What follows belongs to an exercise in optimizing a design on an open flow for small area, a short achievable clock period and few clock cycles per item; a production flow would make more cautious choices. No functional check of the RTL was part of any run shown here. No activity file was given, so power comes from the tool's default toggle rates.

==> flow/design.v (outline; a module is shown in full before it is edited, if it fits) <==
// module booth: 825 lines
// module menc: 4 lines
// module mbs: 3 lines
// module mbsn: 3 lines
// module mfa: 4 lines
// module mha: 4 lines
// module minv: 3 lines
// module mand: 3 lines
// module mxor: 3 lines
// module mao: 3 lines
module booth (
    input  wire        clk  ,
    input  wire        rst_n,
    input  wire [15:0] x    ,
    input  wire [15:0] y    ,
    input  wire        start,
    output wire [31:0] z    ,
    output wire        busy
);
  // ...
==> flow/flow/run.sh <==
#!/bin/bash
set -euo pipefail
export BUFFER_PORTS_ARGS="-buffer_cell sky130_fd_sc_hd__buf_2"
export PRE_FLOORPLAN_TCL="$PWD/flow/downsize.tcl"
bash standard.sh > standard.log 2>&1
==> flow/flow/downsize.tcl <==
# Start the layout from the smallest drive strength of each combinational
# cell that synthesis picked; timing repair later sizes up what it needs.
set db [ord::get_db]
set block [ord::get_db_block]
set n 0
foreach inst [$block getInsts] {
  set m [[$inst getMaster] getName]
  if {![regexp {^(sky130_fd_sc_hd__([a-z0-9]+))_([0-9]+)$} $m -> base short drive]} { continue }
  if {[regexp {^(s?e?df|dl|conb|tap|fill|decap|clk)} $short]} { continue }
  foreach d {0 1 2} {
    if {$d >= $drive} { break }
    set cand ${base}_$d
    set cm [$db findMaster $cand]
    if {$cm eq "NULL" || $cm eq ""} { continue }
    replace_cell [$inst getName] $cand
    incr n
    break
  }
}
puts "downsize.tcl: resized $n instances"
==> flow/standard.sh <==
#!/bin/bash
# synth_recipe.tcl (not shown) runs the flow's synth.tcl, then flattens the netlist and writes it again
# the make line also repeats each setting of config.mk as NAME=value (left out here)
make -C /OpenROAD-flow-scripts/flow DESIGN_CONFIG=/design/flow/config.mk WORK_HOME=/design/flow/orfs CLKGATE_MAP_FILE= SYNTH_SCRIPT=/design/flow/synth_recipe.tcl "${@:-finish}"
==> flow/config.mk <==
export PLATFORM = sky130hd
export DESIGN_NAME = booth
export DESIGN_NICKNAME = booth
export VERILOG_FILES = /design/flow/design.v
export SDC_FILE = /design/flow/constraint.sdc
export NUM_CORES = 4
export LEC_CHECK = 0
export CAP_MARGIN = 20
export CORE_MARGIN = 2
export CORE_UTILIZATION = 40
export SLEW_MARGIN = 20
export SYNTH_HIERARCHICAL = 1
export SYNTH_MINIMUM_KEEP_SIZE = 0
==> flow/constraint.sdc <==
create_clock -name core_clock -period 4.0 [get_ports {clk}]
set_input_delay 0.8000 -clock core_clock [delete_from_list [all_inputs] [get_ports {clk}]]
set_output_delay 0.8000 -clock core_clock [all_outputs]
set_load 0.01 [all_outputs]
==> results.cfg, run 1 <==
[routing]
wl_per_cell_um = 19.35
drt-met1-wl_mm = 8.093
viasPerCell = 5.618
drt-initial-drc-count = 433

[cts]
hold_buffers = 0
cts_tree = done

[global_routing]
use_met3 = 0.03635

[power_and_ir_drop]
p_per_area_nw_per_um2 = 713.5
pg_comb_w = 0.00474
p_clk_frac = 0.070

[finish]
nFillCells = 1690
seq_cells = 54
final_cell_mix = 135 x a22oi_1, 128 x xnor2_1, 80 x fa_1
final_common_cell = a22oi_1

[floorplanning]
die_h_um = 140.9

[timing]
rsz0062_at_grt = yes
finalSetupViolCount = 0
finalHoldViolations = 0

[place]
post-place-cells = 992
placed_cell_area_um2 = 8743

[critical_path]
worstPathCellList = buf_2, nand2b_1, o22ai_4, a22oi_2, xor2_2, buf_4, fa_1, fa_1, fa_1, fa_1, ha_1
cpMostUsedCell = fa_1

[status]
status = complete, no violations

[synth]
synth_warnings = 7

[min_path]
hp-start = start
==> run 2, diff against run 1 <==
==> flow/design.v (replaced) <==
module booth (
    input  wire        clk  ,
    input  wire        rst_n,
    input  wire [15:0] x    ,
    input  wire [15:0] y    ,
    input  wire        start,
    output wire [31:0] z    ,
    output wire        busy
);
assign busy = 1'b0;
wire one0_0, two0_0;
menc ue0_0 (.y2(y[1]), .y1(y[0]), .y0(1'b0), .one(one0_0), .two(two0_0));
wire one0_1, two0_1;
menc ue0_1 (.y2(y[1]), .y1(y[0]), .y0(1'b0), .one(one0_1), .two(two0_1));
wire one1_0, two1_0;
menc ue1_0 (.y2(y[3]), .y1(y[2]), .y0(y[1]), .one(one1_0), .two(two1_0));
wire one1_1, two1_1;
menc ue1_1 (.y2(y[3]), .y1(y[2]), .y0(y[1]), .one(one1_1), .two(two1_1));
wire one2_0, two2_0;
menc ue2_0 (.y2(y[5]), .y1(y[4]), .y0(y[3]), .one(one2_0), .two(two2_0));
wire one2_1, two2_1;
menc ue2_1 (.y2(y[5]), .y1(y[4]), .y0(y[3]), .one(one2_1), .two(two2_1));
wire one3_0, two3_0;
menc ue3_0 (.y2(y[7]), .y1(y[6]), .y0(y[5]), .one(one3_0), .two(two3_0));
wire one3_1, two3_1;
menc ue3_1 (.y2(y[7]), .y1(y[6]), .y0(y[5]), .one(one3_1), .two(two3_1));
wire one4_0, two4_0;
menc ue4_0 (.y2(y[9]), .y1(y[8]), .y0(y[7]), .one(one4_0), .two(two4_0));
wire one4_1, two4_1;
menc ue4_1 (.y2(y[9]), .y1(y[8]), .y0(y[7]), .one(one4_1), .two(two4_1));
wire one5_0, two5_0;
menc ue5_0 (.y2(y[11]), .y1(y[10]), .y0(y[9]), .one(one5_0), .two(two5_0));
wire one5_1, two5_1;
menc ue5_1 (.y2(y[11]), .y1(y[10]), .y0(y[9]), .one(one5_1), .two(two5_1));
wire one6_0, two6_0;
menc ue6_0 (.y2(y[13]), .y1(y[12]), .y0(y[11]), .one(one6_0), .two(two6_0));
wire one6_1, two6_1;
menc ue6_1 (.y2(y[13]), .y1(y[12]), .y0(y[11]), .one(one6_1), .two(two6_1));
wire one7_0, two7_0;
menc ue7_0 (.y2(y[15]), .y1(y[14]), .y0(y[13]), .one(one7_0), .two(two7_0));
wire one7_1, two7_1;
menc ue7_1 (.y2(y[15]), .y1(y[14]), .y0(y[13]), .one(one7_1), .two(two7_1));
wire pp0_0;
mbs upp0_0 (.xj(x[0]), .xm(1'b0), .one(one0_0), .two(two0_0), .neg(y[1]), .pp(pp0_0));
wire pp0_1;
mbs upp0_1 (.xj(x[1]), .xm(x[0]), .one(one0_0), .two(two0_0), .neg(y[1]), .pp(pp0_1));
wire pp0_2;
mbs upp0_2 (.xj(x[2]), .xm(x[1]), .one(one0_0), .two(two0_0), .neg(y[1]), .pp(pp0_2));
wire pp0_3;
mbs upp0_3 (.xj(x[3]), .xm(x[2]), .one(one0_0), .two(two0_0), .neg(y[1]), .pp(pp0_3));
wire pp0_4;
mbs upp0_4 (.xj(x[4]), .xm(x[3]), .one(one0_0), .two(two0_0), .neg(y[1]), .pp(pp0_4));
wire pp0_5;
mbs upp0_5 (.xj(x[5]), .xm(x[4]), .one(one0_0), .two(two0_0), .neg(y[1]), .pp(pp0_5));
wire pp0_6;
mbs upp0_6 (.xj(x[6]), .xm(x[5]), .one(one0_0), .two(two0_0), .neg(y[1]), .pp(pp0_6));
wire pp0_7;
mbs upp0_7 (.xj(x[7]), .xm(x[6]), .one(one0_0), .two(two0_0), .neg(y[1]), .pp(pp0_7));
wire pp0_8;
mbs upp0_8 (.xj(x[8]), .xm(x[7]), .one(one0_0), .two(two0_0), .neg(y[1]), .pp(pp0_8));
wire pp0_9;
mbs upp0_9 (.xj(x[9]), .xm(x[8]), .one(one0_1), .two(two0_1), .neg(y[1]), .pp(pp0_9));
wire pp0_10;
mbs upp0_10 (.xj(x[10]), .xm(x[9]), .one(one0_1), .two(two0_1), .neg(y[1]), .pp(pp0_10));
wire pp0_11;
mbs upp0_11 (.xj(x[11]), .xm(x[10]), .one(one0_1), .two(two0_1), .neg(y[1]), .pp(pp0_11));
wire pp0_12;
mbs upp0_12 (.xj(x[12]), .xm(x[11]), .one(one0_1), .two(two0_1), .neg(y[1]), .pp(pp0_12));
wire pp0_13;
mbs upp0_13 (.xj(x[13]), .xm(x[12]), .one(one0_1), .two(two0_1), .neg(y[1]), .pp(pp0_13));
wire pp0_14;
mbs upp0_14 (.xj(x[14]), .xm(x[13]), .one(one0_1), .two(two0_1), .neg(y[1]), .pp(pp0_14));
wire pp0_15;
mbs upp0_15 (.xj(x[15]), .xm(x[14]), .one(one0_1), .two(two0_1), .neg(y[1]), .pp(pp0_15));
wire pp0_16;
mbsn upp0_16 (.xj(x[15]), .xm(x[15]), .one(one0_1), .two(two0_1), .neg(y[1]), .pp(pp0_16));
wire s0n;
minv us0n (.a(pp0_16), .y(s0n));
wire pp1_0;
mbs upp1_0 (.xj(x[0]), .xm(1'b0), .one(one1_0), .two(two1_0), .neg(y[3]), .pp(pp1_0));
wire pp1_1;
mbs upp1_1 (.xj(x[1]), .xm(x[0]), .one(one1_0), .two(two1_0), .neg(y[3]), .pp(pp1_1));
wire pp1_2;
mbs upp1_2 (.xj(x[2]), .xm(x[1]), .one(one1_0), .two(two1_0), .neg(y[3]), .pp(pp1_2));
wire pp1_3;
mbs upp1_3 (.xj(x[3]), .xm(x[2]), .one(one1_0), .two(two1_0), .neg(y[3]), .pp(pp1_3));
wire pp1_4;
mbs upp1_4 (.xj(x[4]), .xm(x[3]), .one(one1_0), .two(two1_0), .neg(y[3]), .pp(pp1_4));
wire pp1_5;
mbs upp1_5 (.xj(x[5]), .xm(x[4]), .one(one1_0), .two(two1_0), .neg(y[3]), .pp(pp1_5));
wire pp1_6;
mbs upp1_6 (.xj(x[6]), .xm(x[5]), .one(one1_0), .two(two1_0), .neg(y[3]), .pp(pp1_6));
wire pp1_7;
mbs upp1_7 (.xj(x[7]), .xm(x[6]), .one(one1_0), .two(two1_0), .neg(y[3]), .pp(pp1_7));
wire pp1_8;
mbs upp1_8 (.xj(x[8]), .xm(x[7]), .one(one1_0), .two(two1_0), .neg(y[3]), .pp(pp1_8));
wire pp1_9;
mbs upp1_9 (.xj(x[9]), .xm(x[8]), .one(one1_1), .two(two1_1), .neg(y[3]), .pp(pp1_9));
wire pp1_10;
mbs upp1_10 (.xj(x[10]), .xm(x[9]), .one(one1_1), .two(two1_1), .neg(y[3]), .pp(pp1_10));
wire pp1_11;
mbs upp1_11 (.xj(x[11]), .xm(x[10]), .one(one1_1), .two(two1_1), .neg(y[3]), .pp(pp1_11));
wire pp1_12;
mbs upp1_12 (.xj(x[12]), .xm(x[11]), .one(one1_1), .two(two1_1), .neg(y[3]), .pp(pp1_12));
wire pp1_13;
mbs upp1_13 (.xj(x[13]), .xm(x[12]), .one(one1_1), .two(two1_1), .neg(y[3]), .pp(pp1_13));
wire pp1_14;
mbs upp1_14 (.xj(x[14]), .xm(x[13]), .one(one1_1), .two(two1_1), .neg(y[3]), .pp(pp1_14));
wire pp1_15;
mbs upp1_15 (.xj(x[15]), .xm(x[14]), .one(one1_1), .two(two1_1), .neg(y[3]), .pp(pp1_15));
wire pp1_16;
mbsn upp1_16 (.xj(x[15]), .xm(x[15]), .one(one1_1), .two(two1_1), .neg(y[3]), .pp(pp1_16));
wire pp2_0;
mbs upp2_0 (.xj(x[0]), .xm(1'b0), .one(one2_0), .two(two2_0), .neg(y[5]), .pp(pp2_0));
wire pp2_1;
mbs upp2_1 (.xj(x[1]), .xm(x[0]), .one(one2_0), .two(two2_0), .neg(y[5]), .pp(pp2_1));
wire pp2_2;
mbs upp2_2 (.xj(x[2]), .xm(x[1]), .one(one2_0), .two(two2_0), .neg(y[5]), .pp(pp2_2));
wire pp2_3;
mbs upp2_3 (.xj(x[3]), .xm(x[2]), .one(one2_0), .two(two2_0), .neg(y[5]), .pp(pp2_3));
wire pp2_4;
mbs upp2_4 (.xj(x[4]), .xm(x[3]), .one(one2_0), .two(two2_0), .neg(y[5]), .pp(pp2_4));
wire pp2_5;
mbs upp2_5 (.xj(x[5]), .xm(x[4]), .one(one2_0), .two(two2_0), .neg(y[5]), .pp(pp2_5));
wire pp2_6;
mbs upp2_6 (.xj(x[6]), .xm(x[5]), .one(one2_0), .two(two2_0), .neg(y[5]), .pp(pp2_6));
wire pp2_7;
mbs upp2_7 (.xj(x[7]), .xm(x[6]), .one(one2_0), .two(two2_0), .neg(y[5]), .pp(pp2_7));
wire pp2_8;
mbs upp2_8 (.xj(x[8]), .xm(x[7]), .one(one2_0), .two(two2_0), .neg(y[5]), .pp(pp2_8));
wire pp2_9;
mbs upp2_9 (.xj(x[9]), .xm(x[8]), .one(one2_1), .two(two2_1), .neg(y[5]), .pp(pp2_9));
wire pp2_10;
mbs upp2_10 (.xj(x[10]), .xm(x[9]), .one(one2_1), .two(two2_1), .neg(y[5]), .pp(pp2_10));
wire pp2_11;
mbs upp2_11 (.xj(x[11]), .xm(x[10]), .one(one2_1), .two(two2_1), .neg(y[5]), .pp(pp2_11));
wire pp2_12;
mbs upp2_12 (.xj(x[12]), .xm(x[11]), .one(one2_1), .two(two2_1), .neg(y[5]), .pp(pp2_12));
wire pp2_13;
mbs upp2_13 (.xj(x[13]), .xm(x[12]), .one(one2_1), .two(two2_1), .neg(y[5]), .pp(pp2_13));
wire pp2_14;
mbs upp2_14 (.xj(x[14]), .xm(x[13]), .one(one2_1), .two(two2_1), .neg(y[5]), .pp(pp2_14));
wire pp2_15;
mbs upp2_15 (.xj(x[15]), .xm(x[14]), .one(one2_1), .two(two2_1), .neg(y[5]), .pp(pp2_15));
wire pp2_16;
mbsn upp2_16 (.xj(x[15]), .xm(x[15]), .one(one2_1), .two(two2_1), .neg(y[5]), .pp(pp2_16));
wire pp3_0;
mbs upp3_0 (.xj(x[0]), .xm(1'b0), .one(one3_0), .two(two3_0), .neg(y[7]), .pp(pp3_0));
wire pp3_1;
mbs upp3_1 (.xj(x[1]), .xm(x[0]), .one(one3_0), .two(two3_0), .neg(y[7]), .pp(pp3_1));
wire pp3_2;
mbs upp3_2 (.xj(x[2]), .xm(x[1]), .one(one3_0), .two(two3_0), .neg(y[7]), .pp(pp3_2));
wire pp3_3;
mbs upp3_3 (.xj(x[3]), .xm(x[2]), .one(one3_0), .two(two3_0), .neg(y[7]), .pp(pp3_3));
wire pp3_4;
mbs upp3_4 (.xj(x[4]), .xm(x[3]), .one(one3_0), .two(two3_0), .neg(y[7]), .pp(pp3_4));
wire pp3_5;
mbs upp3_5 (.xj(x[5]), .xm(x[4]), .one(one3_0), .two(two3_0), .neg(y[7]), .pp(pp3_5));
wire pp3_6;
mbs upp3_6 (.xj(x[6]), .xm(x[5]), .one(one3_0), .two(two3_0), .neg(y[7]), .pp(pp3_6));
wire pp3_7;
mbs upp3_7 (.xj(x[7]), .xm(x[6]), .one(one3_0), .two(two3_0), .neg(y[7]), .pp(pp3_7));
wire pp3_8;
mbs upp3_8 (.xj(x[8]), .xm(x[7]), .one(one3_0), .two(two3_0), .neg(y[7]), .pp(pp3_8));
wire pp3_9;
mbs upp3_9 (.xj(x[9]), .xm(x[8]), .one(one3_1), .two(two3_1), .neg(y[7]), .pp(pp3_9));
wire pp3_10;
mbs upp3_10 (.xj(x[10]), .xm(x[9]), .one(one3_1), .two(two3_1), .neg(y[7]), .pp(pp3_10));
wire pp3_11;
mbs upp3_11 (.xj(x[11]), .xm(x[10]), .one(one3_1), .two(two3_1), .neg(y[7]), .pp(pp3_11));
wire pp3_12;
mbs upp3_12 (.xj(x[12]), .xm(x[11]), .one(one3_1), .two(two3_1), .neg(y[7]), .pp(pp3_12));
wire pp3_13;
mbs upp3_13 (.xj(x[13]), .xm(x[12]), .one(one3_1), .two(two3_1), .neg(y[7]), .pp(pp3_13));
wire pp3_14;
mbs upp3_14 (.xj(x[14]), .xm(x[13]), .one(one3_1), .two(two3_1), .neg(y[7]), .pp(pp3_14));
wire pp3_15;
mbs upp3_15 (.xj(x[15]), .xm(x[14]), .one(one3_1), .two(two3_1), .neg(y[7]), .pp(pp3_15));
wire pp3_16;
mbsn upp3_16 (.xj(x[15]), .xm(x[15]), .one(one3_1), .two(two3_1), .neg(y[7]), .pp(pp3_16));
wire pp4_0;
mbs upp4_0 (.xj(x[0]), .xm(1'b0), .one(one4_0), .two(two4_0), .neg(y[9]), .pp(pp4_0));
wire pp4_1;
mbs upp4_1 (.xj(x[1]), .xm(x[0]), .one(one4_0), .two(two4_0), .neg(y[9]), .pp(pp4_1));
wire pp4_2;
mbs upp4_2 (.xj(x[2]), .xm(x[1]), .one(one4_0), .two(two4_0), .neg(y[9]), .pp(pp4_2));
wire pp4_3;
mbs upp4_3 (.xj(x[3]), .xm(x[2]), .one(one4_0), .two(two4_0), .neg(y[9]), .pp(pp4_3));
wire pp4_4;
mbs upp4_4 (.xj(x[4]), .xm(x[3]), .one(one4_0), .two(two4_0), .neg(y[9]), .pp(pp4_4));
wire pp4_5;
mbs upp4_5 (.xj(x[5]), .xm(x[4]), .one(one4_0), .two(two4_0), .neg(y[9]), .pp(pp4_5));
wire pp4_6;
mbs upp4_6 (.xj(x[6]), .xm(x[5]), .one(one4_0), .two(two4_0), .neg(y[9]), .pp(pp4_6));
wire pp4_7;
mbs upp4_7 (.xj(x[7]), .xm(x[6]), .one(one4_0), .two(two4_0), .neg(y[9]), .pp(pp4_7));
wire pp4_8;
mbs upp4_8 (.xj(x[8]), .xm(x[7]), .one(one4_0), .two(two4_0), .neg(y[9]), .pp(pp4_8));
wire pp4_9;
mbs upp4_9 (.xj(x[9]), .xm(x[8]), .one(one4_1), .two(two4_1), .neg(y[9]), .pp(pp4_9));
wire pp4_10;
mbs upp4_10 (.xj(x[10]), .xm(x[9]), .one(one4_1), .two(two4_1), .neg(y[9]), .pp(pp4_10));
wire pp4_11;
mbs upp4_11 (.xj(x[11]), .xm(x[10]), .one(one4_1), .two(two4_1), .neg(y[9]), .pp(pp4_11));
wire pp4_12;
mbs upp4_12 (.xj(x[12]), .xm(x[11]), .one(one4_1), .two(two4_1), .neg(y[9]), .pp(pp4_12));
wire pp4_13;
mbs upp4_13 (.xj(x[13]), .xm(x[12]), .one(one4_1), .two(two4_1), .neg(y[9]), .pp(pp4_13));
wire pp4_14;
mbs upp4_14 (.xj(x[14]), .xm(x[13]), .one(one4_1), .two(two4_1), .neg(y[9]), .pp(pp4_14));
wire pp4_15;
mbs upp4_15 (.xj(x[15]), .xm(x[14]), .one(one4_1), .two(two4_1), .neg(y[9]), .pp(pp4_15));
wire pp4_16;
mbsn upp4_16 (.xj(x[15]), .xm(x[15]), .one(one4_1), .two(two4_1), .neg(y[9]), .pp(pp4_16));
wire pp5_0;
mbs upp5_0 (.xj(x[0]), .xm(1'b0), .one(one5_0), .two(two5_0), .neg(y[11]), .pp(pp5_0));
wire pp5_1;
mbs upp5_1 (.xj(x[1]), .xm(x[0]), .one(one5_0), .two(two5_0), .neg(y[11]), .pp(pp5_1));
wire pp5_2;
mbs upp5_2 (.xj(x[2]), .xm(x[1]), .one(one5_0), .two(two5_0), .neg(y[11]), .pp(pp5_2));
wire pp5_3;
mbs upp5_3 (.xj(x[3]), .xm(x[2]), .one(one5_0), .two(two5_0), .neg(y[11]), .pp(pp5_3));
wire pp5_4;
mbs upp5_4 (.xj(x[4]), .xm(x[3]), .one(one5_0), .two(two5_0), .neg(y[11]), .pp(pp5_4));
wire pp5_5;
mbs upp5_5 (.xj(x[5]), .xm(x[4]), .one(one5_0), .two(two5_0), .neg(y[11]), .pp(pp5_5));
wire pp5_6;
mbs upp5_6 (.xj(x[6]), .xm(x[5]), .one(one5_0), .two(two5_0), .neg(y[11]), .pp(pp5_6));
wire pp5_7;
mbs upp5_7 (.xj(x[7]), .xm(x[6]), .one(one5_0), .two(two5_0), .neg(y[11]), .pp(pp5_7));
wire pp5_8;
mbs upp5_8 (.xj(x[8]), .xm(x[7]), .one(one5_0), .two(two5_0), .neg(y[11]), .pp(pp5_8));
wire pp5_9;
mbs upp5_9 (.xj(x[9]), .xm(x[8]), .one(one5_1), .two(two5_1), .neg(y[11]), .pp(pp5_9));
wire pp5_10;
mbs upp5_10 (.xj(x[10]), .xm(x[9]), .one(one5_1), .two(two5_1), .neg(y[11]), .pp(pp5_10));
wire pp5_11;
mbs upp5_11 (.xj(x[11]), .xm(x[10]), .one(one5_1), .two(two5_1), .neg(y[11]), .pp(pp5_11));
wire pp5_12;
mbs upp5_12 (.xj(x[12]), .xm(x[11]), .one(one5_1), .two(two5_1), .neg(y[11]), .pp(pp5_12));
wire pp5_13;
mbs upp5_13 (.xj(x[13]), .xm(x[12]), .one(one5_1), .two(two5_1), .neg(y[11]), .pp(pp5_13));
wire pp5_14;
mbs upp5_14 (.xj(x[14]), .xm(x[13]), .one(one5_1), .two(two5_1), .neg(y[11]), .pp(pp5_14));
wire pp5_15;
mbs upp5_15 (.xj(x[15]), .xm(x[14]), .one(one5_1), .two(two5_1), .neg(y[11]), .pp(pp5_15));
wire pp5_16;
mbsn upp5_16 (.xj(x[15]), .xm(x[15]), .one(one5_1), .two(two5_1), .neg(y[11]), .pp(pp5_16));
wire pp6_0;
mbs upp6_0 (.xj(x[0]), .xm(1'b0), .one(one6_0), .two(two6_0), .neg(y[13]), .pp(pp6_0));
wire pp6_1;
mbs upp6_1 (.xj(x[1]), .xm(x[0]), .one(one6_0), .two(two6_0), .neg(y[13]), .pp(pp6_1));
wire pp6_2;
mbs upp6_2 (.xj(x[2]), .xm(x[1]), .one(one6_0), .two(two6_0), .neg(y[13]), .pp(pp6_2));
wire pp6_3;
mbs upp6_3 (.xj(x[3]), .xm(x[2]), .one(one6_0), .two(two6_0), .neg(y[13]), .pp(pp6_3));
wire pp6_4;
mbs upp6_4 (.xj(x[4]), .xm(x[3]), .one(one6_0), .two(two6_0), .neg(y[13]), .pp(pp6_4));
wire pp6_5;
mbs upp6_5 (.xj(x[5]), .xm(x[4]), .one(one6_0), .two(two6_0), .neg(y[13]), .pp(pp6_5));
wire pp6_6;
mbs upp6_6 (.xj(x[6]), .xm(x[5]), .one(one6_0), .two(two6_0), .neg(y[13]), .pp(pp6_6));
wire pp6_7;
mbs upp6_7 (.xj(x[7]), .xm(x[6]), .one(one6_0), .two(two6_0), .neg(y[13]), .pp(pp6_7));
wire pp6_8;
mbs upp6_8 (.xj(x[8]), .xm(x[7]), .one(one6_0), .two(two6_0), .neg(y[13]), .pp(pp6_8));
wire pp6_9;
mbs upp6_9 (.xj(x[9]), .xm(x[8]), .one(one6_1), .two(two6_1), .neg(y[13]), .pp(pp6_9));
wire pp6_10;
mbs upp6_10 (.xj(x[10]), .xm(x[9]), .one(one6_1), .two(two6_1), .neg(y[13]), .pp(pp6_10));
wire pp6_11;
mbs upp6_11 (.xj(x[11]), .xm(x[10]), .one(one6_1), .two(two6_1), .neg(y[13]), .pp(pp6_11));
wire pp6_12;
mbs upp6_12 (.xj(x[12]), .xm(x[11]), .one(one6_1), .two(two6_1), .neg(y[13]), .pp(pp6_12));
wire pp6_13;
mbs upp6_13 (.xj(x[13]), .xm(x[12]), .one(one6_1), .two(two6_1), .neg(y[13]), .pp(pp6_13));
wire pp6_14;
mbs upp6_14 (.xj(x[14]), .xm(x[13]), .one(one6_1), .two(two6_1), .neg(y[13]), .pp(pp6_14));
wire pp6_15;
mbs upp6_15 (.xj(x[15]), .xm(x[14]), .one(one6_1), .two(two6_1), .neg(y[13]), .pp(pp6_15));
wire pp6_16;
mbsn upp6_16 (.xj(x[15]), .xm(x[15]), .one(one6_1), .two(two6_1), .neg(y[13]), .pp(pp6_16));
wire pp7_0;
mbs upp7_0 (.xj(x[0]), .xm(1'b0), .one(one7_0), .two(two7_0), .neg(y[15]), .pp(pp7_0));
wire pp7_1;
mbs upp7_1 (.xj(x[1]), .xm(x[0]), .one(one7_0), .two(two7_0), .neg(y[15]), .pp(pp7_1));
wire pp7_2;
mbs upp7_2 (.xj(x[2]), .xm(x[1]), .one(one7_0), .two(two7_0), .neg(y[15]), .pp(pp7_2));
wire pp7_3;
mbs upp7_3 (.xj(x[3]), .xm(x[2]), .one(one7_0), .two(two7_0), .neg(y[15]), .pp(pp7_3));
wire pp7_4;
mbs upp7_4 (.xj(x[4]), .xm(x[3]), .one(one7_0), .two(two7_0), .neg(y[15]), .pp(pp7_4));
wire pp7_5;
mbs upp7_5 (.xj(x[5]), .xm(x[4]), .one(one7_0), .two(two7_0), .neg(y[15]), .pp(pp7_5));
wire pp7_6;
mbs upp7_6 (.xj(x[6]), .xm(x[5]), .one(one7_0), .two(two7_0), .neg(y[15]), .pp(pp7_6));
wire pp7_7;
mbs upp7_7 (.xj(x[7]), .xm(x[6]), .one(one7_0), .two(two7_0), .neg(y[15]), .pp(pp7_7));
wire pp7_8;
mbs upp7_8 (.xj(x[8]), .xm(x[7]), .one(one7_0), .two(two7_0), .neg(y[15]), .pp(pp7_8));
wire pp7_9;
mbs upp7_9 (.xj(x[9]), .xm(x[8]), .one(one7_1), .two(two7_1), .neg(y[15]), .pp(pp7_9));
wire pp7_10;
mbs upp7_10 (.xj(x[10]), .xm(x[9]), .one(one7_1), .two(two7_1), .neg(y[15]), .pp(pp7_10));
wire pp7_11;
mbs upp7_11 (.xj(x[11]), .xm(x[10]), .one(one7_1), .two(two7_1), .neg(y[15]), .pp(pp7_11));
wire pp7_12;
mbs upp7_12 (.xj(x[12]), .xm(x[11]), .one(one7_1), .two(two7_1), .neg(y[15]), .pp(pp7_12));
wire pp7_13;
mbs upp7_13 (.xj(x[13]), .xm(x[12]), .one(one7_1), .two(two7_1), .neg(y[15]), .pp(pp7_13));
wire pp7_14;
mbs upp7_14 (.xj(x[14]), .xm(x[13]), .one(one7_1), .two(two7_1), .neg(y[15]), .pp(pp7_14));
wire pp7_15;
mbs upp7_15 (.xj(x[15]), .xm(x[14]), .one(one7_1), .two(two7_1), .neg(y[15]), .pp(pp7_15));
wire pp7_16;
mbsn upp7_16 (.xj(x[15]), .xm(x[15]), .one(one7_1), .two(two7_1), .neg(y[15]), .pp(pp7_16));
wire s1, c2;
mha us1 (.a(y[3]), .b(pp0_2), .s(s1), .co(c2));
wire s3, c4;
mha us3 (.a(pp0_3), .b(pp1_1), .s(s3), .co(c4));
wire s5, c6;
mfa us5 (.a(y[5]), .b(pp0_4), .c(pp1_2), .s(s5), .co(c6));
wire s7, c8;
mha us7 (.a(pp2_0), .b(c4), .s(s7), .co(c8));
wire s9, c10;
mfa us9 (.a(pp0_5), .b(pp1_3), .c(pp2_1), .s(s9), .co(c10));
wire s11, c12;
mha us11 (.a(c6), .b(c8), .s(s11), .co(c12));
wire s13, c14;
mfa us13 (.a(y[7]), .b(pp0_6), .c(pp1_4), .s(s13), .co(c14));
wire s15, c16;
mfa us15 (.a(pp2_2), .b(pp3_0), .c(c10), .s(s15), .co(c16));
wire s17, c18;
mha us17 (.a(s13), .b(c12), .s(s17), .co(c18));
wire s19, c20;
mfa us19 (.a(pp0_7), .b(pp1_5), .c(pp2_3), .s(s19), .co(c20));
wire s21, c22;
mfa us21 (.a(pp3_1), .b(c14), .c(s19), .s(s21), .co(c22));
wire s23, c24;
mha us23 (.a(c16), .b(c18), .s(s23), .co(c24));
wire s25, c26;
mfa us25 (.a(y[9]), .b(pp0_8), .c(pp1_6), .s(s25), .co(c26));
wire s27, c28;
mfa us27 (.a(pp2_4), .b(pp3_2), .c(pp4_0), .s(s27), .co(c28));
wire s29, c30;
mfa us29 (.a(c20), .b(s25), .c(s27), .s(s29), .co(c30));
wire s31, c32;
mha us31 (.a(c22), .b(s29), .s(s31), .co(c32));
wire s33, c34;
mfa us33 (.a(pp0_9), .b(pp1_7), .c(pp2_5), .s(s33), .co(c34));
wire s35, c36;
mfa us35 (.a(pp3_3), .b(pp4_1), .c(c26), .s(s35), .co(c36));
wire s37, c38;
mfa us37 (.a(c28), .b(s33), .c(c30), .s(s37), .co(c38));
wire s39, c40;
mha us39 (.a(s35), .b(c32), .s(s39), .co(c40));
wire s41, c42;
mfa us41 (.a(y[11]), .b(pp0_10), .c(pp1_8), .s(s41), .co(c42));
wire s43, c44;
mfa us43 (.a(pp2_6), .b(pp3_4), .c(pp4_2), .s(s43), .co(c44));
wire s45, c46;
mfa us45 (.a(pp5_0), .b(c34), .c(s41), .s(s45), .co(c46));
wire s47, c48;
mfa us47 (.a(s43), .b(c36), .c(s45), .s(s47), .co(c48));
wire s49, c50;
mha us49 (.a(c38), .b(c40), .s(s49), .co(c50));
wire s51, c52;
mfa us51 (.a(pp0_11), .b(pp1_9), .c(pp2_7), .s(s51), .co(c52));
wire s53, c54;
mfa us53 (.a(pp3_5), .b(pp4_3), .c(pp5_1), .s(s53), .co(c54));
wire s55, c56;
mfa us55 (.a(c42), .b(c44), .c(s51), .s(s55), .co(c56));
wire s57, c58;
mfa us57 (.a(s53), .b(c46), .c(s55), .s(s57), .co(c58));
wire s59, c60;
mha us59 (.a(c48), .b(s57), .s(s59), .co(c60));
wire s61, c62;
mfa us61 (.a(y[13]), .b(pp0_12), .c(pp1_10), .s(s61), .co(c62));
wire s63, c64;
mfa us63 (.a(pp2_8), .b(pp3_6), .c(pp4_4), .s(s63), .co(c64));
wire s65, c66;
mfa us65 (.a(pp5_2), .b(pp6_0), .c(c52), .s(s65), .co(c66));
wire s67, c68;
mfa us67 (.a(c54), .b(s61), .c(s63), .s(s67), .co(c68));
wire s69, c70;
mfa us69 (.a(c56), .b(s65), .c(s67), .s(s69), .co(c70));
wire s71, c72;
mha us71 (.a(c58), .b(s69), .s(s71), .co(c72));
wire s73, c74;
mfa us73 (.a(pp0_13), .b(pp1_11), .c(pp2_9), .s(s73), .co(c74));
wire s75, c76;
mfa us75 (.a(pp3_7), .b(pp4_5), .c(pp5_3), .s(s75), .co(c76));
wire s77, c78;
mfa us77 (.a(pp6_1), .b(c62), .c(c64), .s(s77), .co(c78));
wire s79, c80;
mfa us79 (.a(s73), .b(s75), .c(c66), .s(s79), .co(c80));
wire s81, c82;
mfa us81 (.a(c68), .b(s77), .c(s79), .s(s81), .co(c82));
wire s83, c84;
mha us83 (.a(c70), .b(c72), .s(s83), .co(c84));
wire s85, c86;
mfa us85 (.a(y[15]), .b(pp0_14), .c(pp1_12), .s(s85), .co(c86));
wire s87, c88;
mfa us87 (.a(pp2_10), .b(pp3_8), .c(pp4_6), .s(s87), .co(c88));
wire s89, c90;
mfa us89 (.a(pp5_4), .b(pp6_2), .c(pp7_0), .s(s89), .co(c90));
wire s91, c92;
mfa us91 (.a(c74), .b(c76), .c(s85), .s(s91), .co(c92));
wire s93, c94;
mfa us93 (.a(s87), .b(s89), .c(c78), .s(s93), .co(c94));
wire s95, c96;
mfa us95 (.a(s91), .b(c80), .c(s93), .s(s95), .co(c96));
wire s97, c98;
mha us97 (.a(c82), .b(s95), .s(s97), .co(c98));
wire s99, c100;
mfa us99 (.a(pp0_15), .b(pp1_13), .c(pp2_11), .s(s99), .co(c100));
wire s101, c102;
mfa us101 (.a(pp3_9), .b(pp4_7), .c(pp5_5), .s(s101), .co(c102));
wire s103, c104;
mfa us103 (.a(pp6_3), .b(pp7_1), .c(c86), .s(s103), .co(c104));
wire s105, c106;
mfa us105 (.a(c88), .b(c90), .c(s99), .s(s105), .co(c106));
wire s107, c108;
mfa us107 (.a(s101), .b(c92), .c(s103), .s(s107), .co(c108));
wire s109, c110;
mfa us109 (.a(s105), .b(c94), .c(s107), .s(s109), .co(c110));
wire s111, c112;
mha us111 (.a(c96), .b(s109), .s(s111), .co(c112));
wire s113, c114;
mfa us113 (.a(s0n), .b(pp1_14), .c(pp2_12), .s(s113), .co(c114));
wire s115, c116;
mfa us115 (.a(pp3_10), .b(pp4_8), .c(pp5_6), .s(s115), .co(c116));
wire s117, c118;
mfa us117 (.a(pp6_4), .b(pp7_2), .c(c100), .s(s117), .co(c118));
wire s119, c120;
mfa us119 (.a(c102), .b(s113), .c(s115), .s(s119), .co(c120));
wire s121, c122;
mfa us121 (.a(c104), .b(c106), .c(s117), .s(s121), .co(c122));
wire s123, c124;
mfa us123 (.a(s119), .b(c108), .c(s121), .s(s123), .co(c124));
wire s125, c126;
mha us125 (.a(c110), .b(s123), .s(s125), .co(c126));
wire s127, c128;
mfa us127 (.a(s0n), .b(pp1_15), .c(pp2_13), .s(s127), .co(c128));
wire s129, c130;
mfa us129 (.a(pp3_11), .b(pp4_9), .c(pp5_7), .s(s129), .co(c130));
wire s131, c132;
mfa us131 (.a(pp6_5), .b(pp7_3), .c(c114), .s(s131), .co(c132));
wire s133, c134;
mfa us133 (.a(c116), .b(s127), .c(s129), .s(s133), .co(c134));
wire s135, c136;
mfa us135 (.a(c118), .b(c120), .c(s131), .s(s135), .co(c136));
wire s137, c138;
mfa us137 (.a(s133), .b(c122), .c(s135), .s(s137), .co(c138));
wire s139, c140;
mha us139 (.a(c124), .b(s137), .s(s139), .co(c140));
wire s141, c142;
mfa us141 (.a(pp0_16), .b(pp1_16), .c(pp2_14), .s(s141), .co(c142));
wire s143, c144;
mfa us143 (.a(pp3_12), .b(pp4_10), .c(pp5_8), .s(s143), .co(c144));
wire s145, c146;
mfa us145 (.a(pp6_6), .b(pp7_4), .c(c128), .s(s145), .co(c146));
wire s147, c148;
mfa us147 (.a(c130), .b(s141), .c(s143), .s(s147), .co(c148));
wire s149, c150;
mfa us149 (.a(c132), .b(c134), .c(s145), .s(s149), .co(c150));
wire s151, c152;
mfa us151 (.a(s147), .b(c136), .c(s149), .s(s151), .co(c152));
wire s153, c154;
mha us153 (.a(c138), .b(s151), .s(s153), .co(c154));
wire s155;
minv us155 (.a(pp2_15), .y(s155));
wire s156, c157;
mfa us156 (.a(pp3_13), .b(pp4_11), .c(pp5_9), .s(s156), .co(c157));
wire s158, c159;
mfa us158 (.a(pp6_7), .b(pp7_5), .c(s155), .s(s158), .co(c159));
wire s160, c161;
mfa us160 (.a(c142), .b(c144), .c(s156), .s(s160), .co(c161));
wire s162, c163;
mfa us162 (.a(s158), .b(c146), .c(c148), .s(s162), .co(c163));
wire s164, c165;
mfa us164 (.a(s160), .b(c150), .c(s162), .s(s164), .co(c165));
wire s166, c167;
mha us166 (.a(c152), .b(s164), .s(s166), .co(c167));
wire s168, c169;
mfa us168 (.a(pp2_16), .b(pp3_14), .c(pp4_12), .s(s168), .co(c169));
wire s170, c171;
mfa us170 (.a(pp5_10), .b(pp6_8), .c(pp7_6), .s(s170), .co(c171));
wire s172, c173;
mfa us172 (.a(pp2_15), .b(c157), .c(c159), .s(s172), .co(c173));
wire s174, c175;
mfa us174 (.a(s168), .b(s170), .c(c161), .s(s174), .co(c175));
wire s176, c177;
mfa us176 (.a(s172), .b(c163), .c(s174), .s(s176), .co(c177));
wire s178, c179;
mha us178 (.a(c165), .b(s176), .s(s178), .co(c179));
wire s180;
minv us180 (.a(pp3_15), .y(s180));
wire s181, c182;
mfa us181 (.a(pp4_13), .b(pp5_11), .c(pp6_9), .s(s181), .co(c182));
wire s183, c184;
mfa us183 (.a(pp7_7), .b(s180), .c(c169), .s(s183), .co(c184));
wire s185, c186;
mfa us185 (.a(c171), .b(s181), .c(c173), .s(s185), .co(c186));
wire s187, c188;
mfa us187 (.a(s183), .b(c175), .c(s185), .s(s187), .co(c188));
wire s189, c190;
mha us189 (.a(c177), .b(s187), .s(s189), .co(c190));
wire s191, c192;
mfa us191 (.a(pp3_16), .b(pp4_14), .c(pp5_12), .s(s191), .co(c192));
wire s193, c194;
mfa us193 (.a(pp6_10), .b(pp7_8), .c(pp3_15), .s(s193), .co(c194));
wire s195, c196;
mfa us195 (.a(c182), .b(s191), .c(s193), .s(s195), .co(c196));
wire s197, c198;
mfa us197 (.a(c184), .b(s195), .c(c186), .s(s197), .co(c198));
wire s199, c200;
mha us199 (.a(c188), .b(s197), .s(s199), .co(c200));
wire s201;
minv us201 (.a(pp4_15), .y(s201));
wire s202, c203;
mfa us202 (.a(pp5_13), .b(pp6_11), .c(pp7_9), .s(s202), .co(c203));
wire s204, c205;
mfa us204 (.a(s201), .b(c192), .c(c194), .s(s204), .co(c205));
wire s206, c207;
mfa us206 (.a(s202), .b(c196), .c(s204), .s(s206), .co(c207));
wire s208, c209;
mha us208 (.a(s206), .b(c198), .s(s208), .co(c209));
wire s210, c211;
mfa us210 (.a(pp4_16), .b(pp5_14), .c(pp6_12), .s(s210), .co(c211));
wire s212, c213;
mfa us212 (.a(pp7_10), .b(pp4_15), .c(c203), .s(s212), .co(c213));
wire s214, c215;
mfa us214 (.a(s210), .b(c205), .c(s212), .s(s214), .co(c215));
wire s216, c217;
mha us216 (.a(c207), .b(s214), .s(s216), .co(c217));
wire s218;
minv us218 (.a(pp5_15), .y(s218));
wire s219, c220;
mfa us219 (.a(pp6_13), .b(pp7_11), .c(s218), .s(s219), .co(c220));
wire s221, c222;
mfa us221 (.a(c211), .b(s219), .c(c213), .s(s221), .co(c222));
wire s223, c224;
mha us223 (.a(c215), .b(s221), .s(s223), .co(c224));
wire s225, c226;
mfa us225 (.a(pp5_16), .b(pp6_14), .c(pp7_12), .s(s225), .co(c226));
wire s227, c228;
mfa us227 (.a(pp5_15), .b(c220), .c(s225), .s(s227), .co(c228));
wire s229, c230;
mha us229 (.a(s227), .b(c222), .s(s229), .co(c230));
wire s231;
minv us231 (.a(pp6_15), .y(s231));
wire s232, c233;
mfa us232 (.a(pp7_13), .b(s231), .c(c226), .s(s232), .co(c233));
wire s234, c235;
mha us234 (.a(c228), .b(s232), .s(s234), .co(c235));
wire s236, c237;
mfa us236 (.a(pp6_16), .b(pp7_14), .c(pp6_15), .s(s236), .co(c237));
wire s238, c239;
mha us238 (.a(s236), .b(c233), .s(s238), .co(c239));
wire s240;
minv us240 (.a(pp7_15), .y(s240));
wire s241, c242;
mha us241 (.a(s240), .b(c237), .s(s241), .co(c242));
wire s243, c244;
mha us243 (.a(pp7_16), .b(pp7_15), .s(s243), .co(c244));
wire s245;
minv us245 (.a(c244), .y(s245));
wire lp246, lg247;
mha ulp246 (.a(pp0_0), .b(y[1]), .s(lp246), .co(lg247));
wire lp248, lg249;
mha ulp248 (.a(pp1_0), .b(s1), .s(lp248), .co(lg249));
wire lp250, lg251;
mha ulp250 (.a(c2), .b(s3), .s(lp250), .co(lg251));
wire lp252, lg253;
mha ulp252 (.a(s5), .b(s7), .s(lp252), .co(lg253));
wire lp254, lg255;
mha ulp254 (.a(s9), .b(s11), .s(lp254), .co(lg255));
wire lp256, lg257;
mha ulp256 (.a(s15), .b(s17), .s(lp256), .co(lg257));
wire lp258, lg259;
mha ulp258 (.a(s21), .b(s23), .s(lp258), .co(lg259));
wire lp260, lg261;
mha ulp260 (.a(c24), .b(s31), .s(lp260), .co(lg261));
wire lp262, lg263;
mha ulp262 (.a(s37), .b(s39), .s(lp262), .co(lg263));
wire lq264;
mand ulq264 (.a(lp248), .b(pp0_1), .y(lq264));
wire lg265;
mao ulg265 (.g1(lg253), .p1(lp252), .g0(lg251), .g(lg265));
wire lq266;
mand ulq266 (.a(lp252), .b(lp250), .y(lq266));
wire lg267;
mao ulg267 (.g1(lg257), .p1(lp256), .g0(lg255), .g(lg267));
wire lq268;
mand ulq268 (.a(lp256), .b(lp254), .y(lq268));
wire lg269;
mao ulg269 (.g1(lg261), .p1(lp260), .g0(lg259), .g(lg269));
wire lq270;
mand ulq270 (.a(lp260), .b(lp258), .y(lq270));
wire la271;
mand ula271 (.a(pp0_1), .b(lg247), .y(la271));
wire lg272;
mao ulg272 (.g1(lg249), .p1(lq264), .g0(lg247), .g(lg272));
wire lg273;
mao ulg273 (.g1(lg255), .p1(lp254), .g0(lg265), .g(lg273));
wire lq274;
mand ulq274 (.a(lp254), .b(lq266), .y(lq274));
wire lg275;
mao ulg275 (.g1(lg267), .p1(lq268), .g0(lg265), .g(lg275));
wire lq276;
mand ulq276 (.a(lq268), .b(lq266), .y(lq276));
wire lg277;
mao ulg277 (.g1(lg263), .p1(lp262), .g0(lg269), .g(lg277));
wire lq278;
mand ulq278 (.a(lp262), .b(lq270), .y(lq278));
wire lg279;
mao ulg279 (.g1(lg251), .p1(lp250), .g0(lg272), .g(lg279));
wire lg280;
mao ulg280 (.g1(lg265), .p1(lq266), .g0(lg272), .g(lg280));
wire lg281;
mao ulg281 (.g1(lg273), .p1(lq274), .g0(lg272), .g(lg281));
wire lg282;
mao ulg282 (.g1(lg275), .p1(lq276), .g0(lg272), .g(lg282));
wire lg283;
mao ulg283 (.g1(lg259), .p1(lp258), .g0(lg282), .g(lg283));
wire lg284;
mao ulg284 (.g1(lg269), .p1(lq270), .g0(lg282), .g(lg284));
wire lg285;
mao ulg285 (.g1(lg277), .p1(lq278), .g0(lg282), .g(lg285));
wire ls286;
mxor uls286 (.a(pp0_1), .b(lg247), .y(ls286));
wire ls287;
mxor uls287 (.a(lp248), .b(la271), .y(ls287));
wire ls288;
mxor uls288 (.a(lp250), .b(lg272), .y(ls288));
wire ls289;
mxor uls289 (.a(lp252), .b(lg279), .y(ls289));
wire ls290;
mxor uls290 (.a(lp254), .b(lg280), .y(ls290));
wire ls291;
mxor uls291 (.a(lp256), .b(lg281), .y(ls291));
wire ls292;
mxor uls292 (.a(lp258), .b(lg282), .y(ls292));
wire ls293;
mxor uls293 (.a(lp260), .b(lg283), .y(ls293));
wire ls294;
mxor uls294 (.a(lp262), .b(lg284), .y(ls294));
reg [10:0] qlo;
reg [21:0] qa;
reg [20:0] qb;
wire hp295, hg296;
mha uhp295 (.a(qa[0]), .b(qb[0]), .s(hp295), .co(hg296));
wire hp297, hg298;
mha uhp297 (.a(qa[1]), .b(qb[1]), .s(hp297), .co(hg298));
wire hp299, hg300;
mha uhp299 (.a(qa[2]), .b(qb[2]), .s(hp299), .co(hg300));
wire hp301, hg302;
mha uhp301 (.a(qa[3]), .b(qb[3]), .s(hp301), .co(hg302));
wire hp303, hg304;
mha uhp303 (.a(qa[4]), .b(qb[4]), .s(hp303), .co(hg304));
wire hp305, hg306;
mha uhp305 (.a(qa[5]), .b(qb[5]), .s(hp305), .co(hg306));
wire hp307, hg308;
mha uhp307 (.a(qa[6]), .b(qb[6]), .s(hp307), .co(hg308));
wire hp309, hg310;
mha uhp309 (.a(qa[7]), .b(qb[7]), .s(hp309), .co(hg310));
wire hp311, hg312;
mha uhp311 (.a(qa[8]), .b(qb[8]), .s(hp311), .co(hg312));
wire hp313, hg314;
mha uhp313 (.a(qa[9]), .b(qb[9]), .s(hp313), .co(hg314));
wire hp315, hg316;
mha uhp315 (.a(qa[10]), .b(qb[10]), .s(hp315), .co(hg316));
wire hp317, hg318;
mha uhp317 (.a(qa[11]), .b(qb[11]), .s(hp317), .co(hg318));
wire hp319, hg320;
mha uhp319 (.a(qa[12]), .b(qb[12]), .s(hp319), .co(hg320));
wire hp321, hg322;
mha uhp321 (.a(qa[13]), .b(qb[13]), .s(hp321), .co(hg322));
wire hp323, hg324;
mha uhp323 (.a(qa[14]), .b(qb[14]), .s(hp323), .co(hg324));
wire hp325, hg326;
mha uhp325 (.a(qa[15]), .b(qb[15]), .s(hp325), .co(hg326));
wire hp327, hg328;
mha uhp327 (.a(qa[16]), .b(qb[16]), .s(hp327), .co(hg328));
wire hp329, hg330;
mha uhp329 (.a(qa[17]), .b(qb[17]), .s(hp329), .co(hg330));
wire hp331, hg332;
mha uhp331 (.a(qa[18]), .b(qb[18]), .s(hp331), .co(hg332));
wire hp333, hg334;
mha uhp333 (.a(qa[19]), .b(qb[19]), .s(hp333), .co(hg334));
wire hp335, hg336;
mha uhp335 (.a(qa[20]), .b(qb[20]), .s(hp335), .co(hg336));
wire hg337;
mao uhg337 (.g1(hg296), .p1(hp295), .g0(qlo[10]), .g(hg337));
wire hg338;
mao uhg338 (.g1(hg300), .p1(hp299), .g0(hg298), .g(hg338));
wire hq339;
mand uhq339 (.a(hp299), .b(hp297), .y(hq339));
wire hg340;
mao uhg340 (.g1(hg304), .p1(hp303), .g0(hg302), .g(hg340));
wire hq341;
mand uhq341 (.a(hp303), .b(hp301), .y(hq341));
wire hg342;
mao uhg342 (.g1(hg308), .p1(hp307), .g0(hg306), .g(hg342));
wire hq343;
mand uhq343 (.a(hp307), .b(hp305), .y(hq343));
wire hg344;
mao uhg344 (.g1(hg312), .p1(hp311), .g0(hg310), .g(hg344));
wire hq345;
mand uhq345 (.a(hp311), .b(hp309), .y(hq345));
wire hg346;
mao uhg346 (.g1(hg316), .p1(hp315), .g0(hg314), .g(hg346));
wire hq347;
mand uhq347 (.a(hp315), .b(hp313), .y(hq347));
wire hg348;
mao uhg348 (.g1(hg320), .p1(hp319), .g0(hg318), .g(hg348));
wire hq349;
mand uhq349 (.a(hp319), .b(hp317), .y(hq349));
wire hg350;
mao uhg350 (.g1(hg324), .p1(hp323), .g0(hg322), .g(hg350));
wire hq351;
mand uhq351 (.a(hp323), .b(hp321), .y(hq351));
wire hg352;
mao uhg352 (.g1(hg328), .p1(hp327), .g0(hg326), .g(hg352));
wire hq353;
mand uhq353 (.a(hp327), .b(hp325), .y(hq353));
wire hg354;
mao uhg354 (.g1(hg332), .p1(hp331), .g0(hg330), .g(hg354));
wire hq355;
mand uhq355 (.a(hp331), .b(hp329), .y(hq355));
wire hg356;
mao uhg356 (.g1(hg336), .p1(hp335), .g0(hg334), .g(hg356));
wire hq357;
mand uhq357 (.a(hp335), .b(hp333), .y(hq357));
wire hg358;
mao uhg358 (.g1(hg298), .p1(hp297), .g0(hg337), .g(hg358));
wire hg359;
mao uhg359 (.g1(hg338), .p1(hq339), .g0(hg337), .g(hg359));
wire hg360;
mao uhg360 (.g1(hg306), .p1(hp305), .g0(hg340), .g(hg360));
wire hq361;
mand uhq361 (.a(hp305), .b(hq341), .y(hq361));
wire hg362;
mao uhg362 (.g1(hg342), .p1(hq343), .g0(hg340), .g(hg362));
wire hq363;
mand uhq363 (.a(hq343), .b(hq341), .y(hq363));
wire hg364;
mao uhg364 (.g1(hg314), .p1(hp313), .g0(hg344), .g(hg364));
wire hq365;
mand uhq365 (.a(hp313), .b(hq345), .y(hq365));
wire hg366;
mao uhg366 (.g1(hg346), .p1(hq347), .g0(hg344), .g(hg366));
wire hq367;
mand uhq367 (.a(hq347), .b(hq345), .y(hq367));
wire hg368;
mao uhg368 (.g1(hg322), .p1(hp321), .g0(hg348), .g(hg368));
wire hq369;
mand uhq369 (.a(hp321), .b(hq349), .y(hq369));
wire hg370;
mao uhg370 (.g1(hg350), .p1(hq351), .g0(hg348), .g(hg370));
wire hq371;
mand uhq371 (.a(hq351), .b(hq349), .y(hq371));
wire hg372;
mao uhg372 (.g1(hg330), .p1(hp329), .g0(hg352), .g(hg372));
wire hq373;
mand uhq373 (.a(hp329), .b(hq353), .y(hq373));
wire hg374;
mao uhg374 (.g1(hg354), .p1(hq355), .g0(hg352), .g(hg374));
wire hq375;
mand uhq375 (.a(hq355), .b(hq353), .y(hq375));
wire ha376;
mand uha376 (.a(qa[21]), .b(hg356), .y(ha376));
wire hq377;
mand uhq377 (.a(qa[21]), .b(hq357), .y(hq377));
wire hg378;
mao uhg378 (.g1(hg302), .p1(hp301), .g0(hg359), .g(hg378));
wire hg379;
mao uhg379 (.g1(hg340), .p1(hq341), .g0(hg359), .g(hg379));
wire hg380;
mao uhg380 (.g1(hg360), .p1(hq361), .g0(hg359), .g(hg380));
wire hg381;
mao uhg381 (.g1(hg362), .p1(hq363), .g0(hg359), .g(hg381));
wire hg382;
mao uhg382 (.g1(hg318), .p1(hp317), .g0(hg366), .g(hg382));
wire hq383;
mand uhq383 (.a(hp317), .b(hq367), .y(hq383));
wire hg384;
mao uhg384 (.g1(hg348), .p1(hq349), .g0(hg366), .g(hg384));
wire hq385;
mand uhq385 (.a(hq349), .b(hq367), .y(hq385));
wire hg386;
mao uhg386 (.g1(hg368), .p1(hq369), .g0(hg366), .g(hg386));
wire hq387;
mand uhq387 (.a(hq369), .b(hq367), .y(hq387));
wire hg388;
mao uhg388 (.g1(hg370), .p1(hq371), .g0(hg366), .g(hg388));
wire hq389;
mand uhq389 (.a(hq371), .b(hq367), .y(hq389));
wire hg390;
mao uhg390 (.g1(hg334), .p1(hp333), .g0(hg374), .g(hg390));
wire hq391;
mand uhq391 (.a(hp333), .b(hq375), .y(hq391));
wire hg392;
mao uhg392 (.g1(hg356), .p1(hq357), .g0(hg374), .g(hg392));
wire hq393;
mand uhq393 (.a(hq357), .b(hq375), .y(hq393));
wire hg394;
mao uhg394 (.g1(ha376), .p1(hq377), .g0(hg374), .g(hg394));
wire hq395;
mand uhq395 (.a(hq377), .b(hq375), .y(hq395));
wire hg396;
mao uhg396 (.g1(hg310), .p1(hp309), .g0(hg381), .g(hg396));
wire hg397;
mao uhg397 (.g1(hg344), .p1(hq345), .g0(hg381), .g(hg397));
wire hg398;
mao uhg398 (.g1(hg364), .p1(hq365), .g0(hg381), .g(hg398));
wire hg399;
mao uhg399 (.g1(hg366), .p1(hq367), .g0(hg381), .g(hg399));
wire hg400;
mao uhg400 (.g1(hg382), .p1(hq383), .g0(hg381), .g(hg400));
wire hg401;
mao uhg401 (.g1(hg384), .p1(hq385), .g0(hg381), .g(hg401));
wire hg402;
mao uhg402 (.g1(hg386), .p1(hq387), .g0(hg381), .g(hg402));
wire hg403;
mao uhg403 (.g1(hg388), .p1(hq389), .g0(hg381), .g(hg403));
wire hg404;
mao uhg404 (.g1(hg326), .p1(hp325), .g0(hg403), .g(hg404));
wire hg405;
mao uhg405 (.g1(hg352), .p1(hq353), .g0(hg403), .g(hg405));
wire hg406;
mao uhg406 (.g1(hg372), .p1(hq373), .g0(hg403), .g(hg406));
wire hg407;
mao uhg407 (.g1(hg374), .p1(hq375), .g0(hg403), .g(hg407));
wire hg408;
mao uhg408 (.g1(hg390), .p1(hq391), .g0(hg403), .g(hg408));
wire hg409;
mao uhg409 (.g1(hg392), .p1(hq393), .g0(hg403), .g(hg409));
wire hg410;
mao uhg410 (.g1(hg394), .p1(hq395), .g0(hg403), .g(hg410));
wire hs411;
mxor uhs411 (.a(hp295), .b(qlo[10]), .y(hs411));
wire hs412;
mxor uhs412 (.a(hp297), .b(hg337), .y(hs412));
wire hs413;
mxor uhs413 (.a(hp299), .b(hg358), .y(hs413));
wire hs414;
mxor uhs414 (.a(hp301), .b(hg359), .y(hs414));
wire hs415;
mxor uhs415 (.a(hp303), .b(hg378), .y(hs415));
wire hs416;
mxor uhs416 (.a(hp305), .b(hg379), .y(hs416));
wire hs417;
mxor uhs417 (.a(hp307), .b(hg380), .y(hs417));
wire hs418;
mxor uhs418 (.a(hp309), .b(hg381), .y(hs418));
wire hs419;
mxor uhs419 (.a(hp311), .b(hg396), .y(hs419));
wire hs420;
mxor uhs420 (.a(hp313), .b(hg397), .y(hs420));
wire hs421;
mxor uhs421 (.a(hp315), .b(hg398), .y(hs421));
wire hs422;
mxor uhs422 (.a(hp317), .b(hg399), .y(hs422));
wire hs423;
mxor uhs423 (.a(hp319), .b(hg400), .y(hs423));
wire hs424;
mxor uhs424 (.a(hp321), .b(hg401), .y(hs424));
wire hs425;
mxor uhs425 (.a(hp323), .b(hg402), .y(hs425));
wire hs426;
mxor uhs426 (.a(hp325), .b(hg403), .y(hs426));
wire hs427;
mxor uhs427 (.a(hp327), .b(hg404), .y(hs427));
wire hs428;
mxor uhs428 (.a(hp329), .b(hg405), .y(hs428));
wire hs429;
mxor uhs429 (.a(hp331), .b(hg406), .y(hs429));
wire hs430;
mxor uhs430 (.a(hp333), .b(hg407), .y(hs430));
wire hs431;
mxor uhs431 (.a(hp335), .b(hg408), .y(hs431));
wire hs432;
mxor uhs432 (.a(qa[21]), .b(hg409), .y(hs432));
assign z = {hs432, hs431, hs430, hs429, hs428, hs427, hs426, hs425, hs424, hs423, hs422, hs421, hs420, hs419, hs418, hs417, hs416, hs415, hs414, hs413, hs412, hs411, qlo[9], qlo[8], qlo[7], qlo[6], qlo[5], qlo[4], qlo[3], qlo[2], qlo[1], qlo[0]};
always @(posedge clk)
    if (start) begin
        qlo <= {lg285, ls294, ls293, ls292, ls291, ls290, ls289, ls288, ls287, ls286, lp246};
        qa <= {s245, c242, c239, c235, c230, c224, c217, c209, c200, c190, c179, c167, c154, c140, c126, c112, c98, c84, s81, c60, c50, s47};
        qb <= {s243, s241, s238, s234, s229, s223, s216, s208, s199, s189, s178, s166, s153, s139, s125, s111, s97, s83, s71, s59, s49};
    end
endmodule
module menc (input wire y2, input wire y1, input wire y0, output wire one, output wire two);
assign one = y1 ^ y0;
assign two = (y2 & ~y1 & ~y0) | (~y2 & y1 & y0);
endmodule
module mbs (input wire xj, input wire xm, input wire one, input wire two, input wire neg, output wire pp);
assign pp = ((one & xj) | (two & xm)) ^ neg;
endmodule
module mbsn (input wire xj, input wire xm, input wire one, input wire two, input wire neg, output wire pp);
assign pp = ~(((one & xj) | (two & xm)) ^ neg);
endmodule
module mfa (input wire a, input wire b, input wire c, output wire s, output wire co);
assign s  = a ^ b ^ c;
assign co = (a & b) | (a & c) | (b & c);
endmodule
module mha (input wire a, input wire b, output wire s, output wire co);
assign s  = a ^ b;
assign co = a & b;
endmodule
module mx3 (input wire a, input wire b, input wire c, output wire s);
assign s = a ^ b ^ c;
endmodule
module mmaj (input wire a, input wire b, input wire c, output wire co);
assign co = (a & b) | (a & c) | (b & c);
endmodule
module minv (input wire a, output wire y);
assign y = ~a;
endmodule
module mand (input wire a, input wire b, output wire y);
assign y = a & b;
endmodule
module mxor (input wire a, input wire b, output wire y);
assign y = a ^ b;
endmodule
module mao (input wire g1, input wire p1, input wire g0, output wire g);
assign g = g1 | (p1 & g0);
endmodule
==> flow/run.sh (new file) <==
#!/bin/bash
# synth_recipe.tcl (not shown) runs the flow's synth.tcl, then flattens the netlist and writes it again
# the make line also repeats each setting of config.mk as NAME=value (left out here)
make -C /OpenROAD-flow-scripts/flow DESIGN_CONFIG=/design/flow/config.mk WORK_HOME=/design/flow/orfs CLKGATE_MAP_FILE= SYNTH_SCRIPT=/design/flow/synth_recipe.tcl finish
removed: flow/flow/run.sh
removed: flow/flow/downsize.tcl
removed: flow/standard.sh
==> run 2 against run 1 <==
- still clean on timing, DRC and antenna
- critical path depth is 1 lower
- wire length is 14% higher
- worst hold slack better by 0.17 ns
- power is 24% higher
- first-iteration DRC count is 31% lower
- clock power is 2% lower
- cell count is 22% higher
- non-clock buffer count is 120 higher
- setup slack worse by 0.033 ns
- synthesized cell count is 8.3% higher
- flip-flop and latch count stayed put
- combinational power is 32% higher
- critical path type unchanged
- critical endpoint is now qb[8]
==> results.cfg, run 2 <==
[status]
status = complete, no violations

[synth]
synth_area_leaders = fa_1 21%, a22oi_2 19%, edfxtp_1 19%, xnor2_1 13%, ha_1 8.4%
synth-seq-cells = 54
ys.flop_type = edfxtp_1
ys_top_cells_by_count = 136 x a22oi_2, 128 x xnor2_1, 90 x fa_1
ys_seq_area_frac = 0.1853
syn_area_per_cell_um2 = 12.45
synth_warnings = 7
synthArstFlopShare = 0
syn_area_um2 = 8751
synth.distinct_cells = 14
yosysTopAreaCellShare = 0.2059
yosys.cell_count.top_type = a22oi_2
synth-edff-count = 54
yosysTopAreaCell = fa_1
synthCells = 703

[cts]
clock_path_buffers = 2
cts_sinks = 54
hold_buffers = 0
cts-buffers-inserted = 5
root_buffer = clkbuf_16
clk_pin_slew_ns = 0.07
htreeDepth = 2
cts_tree = done

[global_routing]
gr-usage-all-layers = 0.1939
grt_start_max_net_pins = 39
grt_pass1_vias = 6795
grt_pass1_wl_mm = 36.01
grt_overflow = 0
antenna_found_initial = 0

[timing]
finalSetupViolCount = 0
tightest_slew_ns = 0.9516
rsz0062_at_grt = yes
slew_headroom = 0.3656
finalHoldViolations = 0
fin_crit_ns = 3.941
maxSlewViolCount = 0
finalWorstSetupSlack_ns = 0.05889
fin_crit_sh = 0.9853
fmax_mhz = 253.7
hold_slack_ns = 1.177

[finish]
antenna_cells = 0
largest_reg_flops = 22
reg_top3 = qa x22, qb x21, qlo x11
drive_above_1_share = 0.4607
regMostFlops = qa
area_growth_pct = 39.12
nets = 1139
multiInputGateArea_um2 = 7481
final_cell_mix = 149 x buf_4, 136 x a22oi_2, 108 x xnor2_1
fin_cells = 1235
regArea_um2 = 1622
nFillCells = 1809
final_common_cell = buf_4

[min_path]
whs_path_depth = 1
hp-start = start
holdPathEnd = qlo[3]
hp-class = primary input to flip-flop

[floorplanning]
start_util = 0.4047
die_x_um = 151.9
io_pins = 68
die_h_um = 151.9
num_rows = 54
dieArea_um2 = 23080
core_area_um2 = 21620

[place]
place_congestion = 0.8456
pre_cts_ws_ns = -0.7923
port-buffer-count = 65
dp.final_hpwl_mm = 17.71
post-place-cells = 1180

[critical_path]
crit_path_end_kind = flip-flop
critPathKind = primary input to flip-flop
cp_num_buf_inv = 3
worstPathArrival_ns = 4.00
path_max_fanout = 11
cpLargestDelayFamily = adder cells
worstPathCellList = clkdlybuf4s50_1, buf_12, buf_4, a22oi_2, xnor2_2, fa_2, fa_2, fa_1, fa_1, ha_1
cp_data_required_time_ns = 4.06
critPathMaxStageDelay_ns = 0.52
cp-start-kind = primary input
slowest_stage = fa_1

[power_and_ir_drop]
p_total_w = 0.008012
p_per_area_nw_per_um2 = 658.1
ir_worst_vdd_uv = 304.7
p_leak_nw = 4.928

[routing]
drc_errors = 0
wl_per_cell_um = 18.04
wirelength_mm = 22.28
dr.pass1.iters = 4
drt-initial-drc-count = 298
route.vias.total = 6380
viasPerCell = 5.166
detail-route-antenna-nets = 0

[flow_run]
maxCapViolCount = 0
run 2: kinds of logic after synthesis:
kind of cell,after synthesis,share of synthesized area
and+or+nand+nor,64,0.04118
other,1,0.0004285
adders and majority gates,149,0.2902
AOI/OAI and AO/OA,211,0.2679
buffers and inverters,41,0.03174
xor gates and xnor gates,183,0.1832
DFF,54,0.1853
run 2: through the flow:
stage / cell area (um^2) / TNS [ns] / util
floorplan: 8920 / 0 / -
global placement: 11130 / -19.11 / 0.5146
detailed placement: 11130 / -21.71 / 0.5146
CTS: 11840 / 0 / 0.5475
global route: 12170 / -0.01275 / 0.5631
finish: 12170 / 0 / 0.5631
run 2: worst max path at each step:
stage | from | cells past startpoint | slack, ns | to
3_3_place_gp | y[4] | 9 | -0.69 | qb[6]
2_1_floorplan | y[10] | 8 | 0.005 | qb[10]
5_1_grt | y[10] | 11 | -0.01 | qb[10]
3_5_place_dp | y[4] | 12 | -0.79 | qlo[10]
6_report | x[8] | 10 | 0.06 | qb[8]
4_1_cts | y[8] | 10 | 0.001 | qb[8]
run 2: repair_timing:
action,4_1_cts,5_1_grt
endpoints found under the setup margin,31,24
setup buffers,25,30
gates resized for setup,91,57
pin swaps,36,36
run 2: where the power goes:
group | total [W] | switching [W] | internal [W]
sequential | 0.00130 | 0.0000795 | 0.00122
clock | 0.000444 | 0.000215 | 0.000229
combinational | 0.00627 | 0.00293 | 0.00335
run 2: cell type report:
| cell class | instances | area share |
|---|---|---|
| clock buffers | 5 | 0.01028 |
| clock inverters | 2 | 0.001233 |
| inverters | 8 | 0.002467 |
| multi-input cells | 622 | 0.6145 |
| flip-flops and latches | 54 | 0.1332 |
| well taps | 280 | 0.02878 |
| repair buffers | 264 | 0.2096 |
run 2: routing by layer:
layer / GRT usage / wire, um / vias to the layer above
met5: 0 / 0 / -
li1: - / - / 3035
met1: 0.2687 / 10260 / 3203
met2: 0.3179 / 10860 / 121
met4: 0.05385 / 291 / 0
met3: 0.02852 / 867 / 21
run 2: per-module statistics from Yosys, one instance, submodules excluded:
module  copies in the design  cells  area, um^2  flops+latches
booth                      1     88        1873             54
mand                      32      1       6.256              0
mao                       59      1       7.507              0
mbs                      128      2       21.27              0
mbsn                       8      2       21.27              0
menc                      16      4       31.28              0
mfa                       90      1       20.02              0
mha                       59      1       12.51              0
minv                       8      1       3.754              0
mxor                      31      1       8.758              0

==> separate check: timing with driven ports <==
The results above use ideal ports. As a check the final layouts listed here were re-extracted and re-timed, cells and wires unchanged.
Step 1, drivers: a clkbuf_16 drives clk and a buf_2 each remaining input, both assumed.
Step 2 adds t to the input delays and takes it off the output delays; t is the mean of the earliest and latest rising clock arrival at the registers after step 1. Input paths then give back, and output paths get back, about the clock's delay inside the block.
Three values: ideal ports, drivers, drivers and shift; two values: the first two.
run | shift t [ns] | setup slack, ns | worst setup path at the end
run 1 | 0.349 | 0.092 / 0.115 / -0.234 | input to register
run 2 | 0.352 | 0.059 / 0.079 / -0.273 | input to register
Met with ideal ports but missed after step 2: setup timing in run 1 and run 2. The setup slack of run 2, which loses most, moves by +0.020 ns with the drivers and by -0.332 ns with both steps.
